From an optimization exercise on the open Yosys and OpenROAD flow, aimed at small area; shortcuts taken in it are not production practice. The RTL was checked by simulation tests, not by an equivalence proof against the original design. The flow treats the clock pin as an ideal source, which a real chip does not have.

==> build 71: inputs <==
## Mesh
module Mesh(
    input clock,
    input [7:0] io_in_a_0_0,
    input [7:0] io_in_a_1_0,
    input [7:0] io_in_a_2_0,
    input [7:0] io_in_a_3_0,
    input [7:0] io_in_b_0_0,
    input [7:0] io_in_b_1_0,
    input [7:0] io_in_b_2_0,
    input [7:0] io_in_b_3_0,
    input [15:0] io_in_d_0_0,
    input [15:0] io_in_d_1_0,
    input [15:0] io_in_d_2_0,
    input [15:0] io_in_d_3_0,
    input io_in_control_0_0_propagate,
    input io_in_control_1_0_propagate,
    input io_in_control_2_0_propagate,
    input io_in_control_3_0_propagate,
    output [15:0] io_out_c_0_0,
    output [15:0] io_out_c_1_0,
    output [15:0] io_out_c_2_0,
    output [15:0] io_out_c_3_0
);
  wire [7:0]  a_in [0:3];
  wire [7:0]  b_in [0:3];
  wire [15:0] d_in [0:3];
  wire        p_in [0:3];
  assign a_in[0] = io_in_a_0_0; assign a_in[1] = io_in_a_1_0;
  assign a_in[2] = io_in_a_2_0; assign a_in[3] = io_in_a_3_0;
  assign b_in[0] = io_in_b_0_0; assign b_in[1] = io_in_b_1_0;
  assign b_in[2] = io_in_b_2_0; assign b_in[3] = io_in_b_3_0;
  assign d_in[0] = io_in_d_0_0; assign d_in[1] = io_in_d_1_0;
  assign d_in[2] = io_in_d_2_0; assign d_in[3] = io_in_d_3_0;
  assign p_in[0] = io_in_control_0_0_propagate; assign p_in[1] = io_in_control_1_0_propagate;
  assign p_in[2] = io_in_control_2_0_propagate; assign p_in[3] = io_in_control_3_0_propagate;
  reg  [7:0]  a_r [0:3][0:3];
  reg  [7:0]  b_r [0:3][0:3];
  ...
==> flow/config.mk <==
export PLATFORM = sky130hd
export DESIGN_NAME = Mesh
export DESIGN_NICKNAME = Mesh
export VERILOG_FILES = /design/flow/design.v
export SDC_FILE = /design/flow/constraint.sdc
export NUM_CORES = 4
export LEC_CHECK = 0
export CAP_MARGIN = 0
export CORE_MARGIN = 2
export CORE_UTILIZATION = 80
export CTS_BUF_LIST = sky130_fd_sc_hd__clkbuf_16
export CTS_CLUSTER_DIAMETER = 80
export CTS_CLUSTER_SIZE = 30
export GPL_TIMING_DRIVEN = 0
export PLACE_DENSITY = 0.88
export SLEW_MARGIN = 0
export SYNTH_HIERARCHICAL = 1
==> flow/constraint.sdc <==
create_clock -name core_clock -period 5.0 [get_ports {clock}]
set_input_delay 1.0000 -clock core_clock [delete_from_list [all_inputs] [get_ports {clock}]]
set_output_delay 1.0000 -clock core_clock [all_outputs]
set_load 0.01 [all_outputs]
standard.sh (not shown) runs the stock make flow with config.mk's settings and CLKGATE_MAP_FILE= SYNTH_SCRIPT=/design/flow/synth_recipe.tcl, a recipe that flattens the netlist after the stock synthesis.
==> flow/flow/run.sh <==
#!/bin/bash
# Own layout flow: the standard layout (standard.sh), with two changes.
# 1. Synthesis is synth_recipe.tcl, except that the final ABC technology
#    mapping runs flow/area.abc (area-oriented mapping followed by ABC's
#    timing-driven up/down sizing) in place of ORFS's speed script. The
#    registers, their names and cell types are the same as the standard
#    synthesis's.
# 2. Ports are buffered with sky130_fd_sc_hd__buf_1 instead of the buffer
#    ORFS picks by itself.
# 3. Clock tree synthesis gets the same arguments as ORFS would give it
#    from config.mk, plus -dont_use_dummy_load.
# 4. Timing-driven global placement does not keep the buffers and resizing
#    of its internal repair (GPL_KEEP_OVERFLOW 0); the later repair steps
#    of the standard flow still run.
# Each tool writes its full log under orfs/logs/ (ORFS's own logs); the
# output of make itself goes to run_*.log in this folder.
set -euo pipefail
W=$(pwd)
F=$W/flow
{
  head -n 1 synth_recipe.tcl
  cat <<EOT
proc abc {args} {
  set i [lsearch -exact \$args -script]
  if { \$i >= 0 } { lset args [expr {\$i + 1}] $F/area.abc }
  yosys abc {*}\$args
}
EOT
  tail -n +2 synth_recipe.tcl
} > "$W/own_synth.tcl"
sed "s#SYNTH_SCRIPT=[^ ]*synth_recipe.tcl#SYNTH_SCRIPT=$W/own_synth.tcl#" standard.sh > "$W/own_standard.sh"
grep -q "SYNTH_SCRIPT=$W/own_synth.tcl" "$W/own_standard.sh"
export BUFFER_PORTS_ARGS="-buffer_cell sky130_fd_sc_hd__buf_1"
export CTS_ARGS="-sink_clustering_enable -repair_clock_nets -sink_clustering_size 30 -sink_clustering_max_diameter 80 -buf_list sky130_fd_sc_hd__clkbuf_16 -dont_use_dummy_load"
export GPL_KEEP_OVERFLOW=0
bash "$W/own_standard.sh" finish > "$W/run_finish.log" 2>&1
test -s "$W/out/final.def"
==> flow/flow/area.abc <==
strash
dch
map -a
topo
stime -c
upsize -c
dnsize -c
==> trial 64: changes against build 71 <==
GPL_TIMING_DRIVEN = not set   (was 0)
==> trial 68: changes against build 71 <==
--- a/flow/flow/run.sh
+++ b/flow/flow/run.sh
@@ -33,3 +33,3 @@
 export BUFFER_PORTS_ARGS="-buffer_cell sky130_fd_sc_hd__buf_1"
-export CTS_ARGS="-sink_clustering_enable -repair_clock_nets -sink_clustering_size 30 -sink_clustering_max_diameter 80 -buf_list sky130_fd_sc_hd__clkbuf_16 -dont_use_dummy_load"
+export CTS_ARGS="-sink_clustering_enable -repair_clock_nets -sink_clustering_size 33 -sink_clustering_max_diameter 90 -buf_list sky130_fd_sc_hd__clkbuf_16 -dont_use_dummy_load"
 export GPL_KEEP_OVERFLOW=0
CTS_CLUSTER_DIAMETER = 90   (was 80)
CTS_CLUSTER_SIZE = 33   (was 30)
GPL_TIMING_DRIVEN = not set   (was 0)
PLACE_DENSITY = 0.8   (was 0.88)
==> summary.md <==
| Metric | Value |
|---|---|
| Outcome | timing/DRC/antenna clean |
| Via count | 37104 |
| Nets@finish | 6521 |
| Post-layout min period | 4.86 ns |
| Worst slack at placement | -0.0945 ns |
| Wire length per cell | a little over 20 um |
| Critical Path AT | around 5.4 ns |
| Metal2 WL | 61.2 mm |
| GPL Wtd Cong | 0.925 |
| CP max stage delay | 0.59 ns |
| Worst-path clk slew | 0.10 ns |
| CP startpoint | b_r[9][3] |
| Slew headroom | 38.3% |
| Clock network latency to the later pin of the worst-skew pair | 0.64 ns |
| Most frequent cells in the layout | 1303 x nor2_1, 993 x dfxtp_1, 859 x fa_1, 340 x nand2_1, 336 x ha_1 |
| Area growth syn-to-layout | 6.47% |
Source of the figures above: trial 64

==> summary.md <==
| Metric | Value |
|---|---|
| Area growth syn-to-layout | 7.09% |
| Clock network latency to the later pin of the worst-skew pair | 0.65 ns |
| Critical Path AT | 5.61 ns |
| PnR worst setup slack | -0.0542 ns |
| Metal2 WL | 59.5 mm |
| CP max stage delay | about 0.5 ns |
| Outcome | finished with violations |
| Setup violators final | 2 |
| Worst-path clk slew | 0.11 ns |
| Root Buffer | clkbuf_16 |
| Post-layout min period | 5.05 ns |
| Nets@finish | 6541 |
| Layout violations | setup timing |
Source of the figures above: build 71

==> summary.md <==
| Metric | Value |
|---|---|
| Outcome | timing/DRC/antenna clean |
| Clock network latency to the later pin of the worst-skew pair | 0.61 ns |
| Post-layout min period | 4.82 ns |
| Synth Area in Simple Gates | 11.8% |
| Metal2 WL | 55.8 mm |
| CP startpoint | b_r[5][3] |
| Area growth syn-to-layout | 6.00% |
| Setup total negative slack | 0 ns |
| Nets@finish | 6508 |
| Slew headroom | 37.9% |
| Worst slack at placement | 0.0768 ns |
| Most frequent cells in the layout | 1306 x nor2_1, 991 x dfxtp_1, 861 x fa_1, 340 x nand2_1, 336 x ha_1 |
| GPL Wtd Cong | 0.894 |
| Wire length per cell | roughly 19 um |
| Via count | between 30000 and 40000 |
| Critical Path AT | roughly 5.3 ns |
| Min-delay src | chain[1].pos[2].pe.sh[1] |
| CP max stage delay | 0.61 ns |
Source of the figures above: trial 68

[afterwards: timing with drivers on the ports]
Ports are ideal in the flow. The routed layouts listed here were re-timed in OpenROAD.
Step 1, drivers: a clkbuf_16 drives clock and a buf_2 each remaining input, both assumed.
Step 2 times the ports against the registers' clock, not the clock port: input delays grow and output delays shrink by t, the midpoint of the rising clock arrivals with the driver on.
a / b / c = no drivers / after step 1 / after step 2; a / b = the first two.
run	t (ns)	setup WS [ns]	hold slack, ns	worst setup path at the end	worst register clock-pin slew, ns
build 71	0.694	-0.054 / -0.054 / -0.054	0.279 / 0.279 / 0.279	register to register	0.11 / 0.11
trial 64	0.694	0.139 / 0.139 / 0.139	0.299 / 0.299 / 0.299	register to register	0.12 / 0.12
trial 68	0.668	0.177 / 0.177 / 0.177	0.290 / 0.290 / 0.290	register to register	0.12 / 0.12
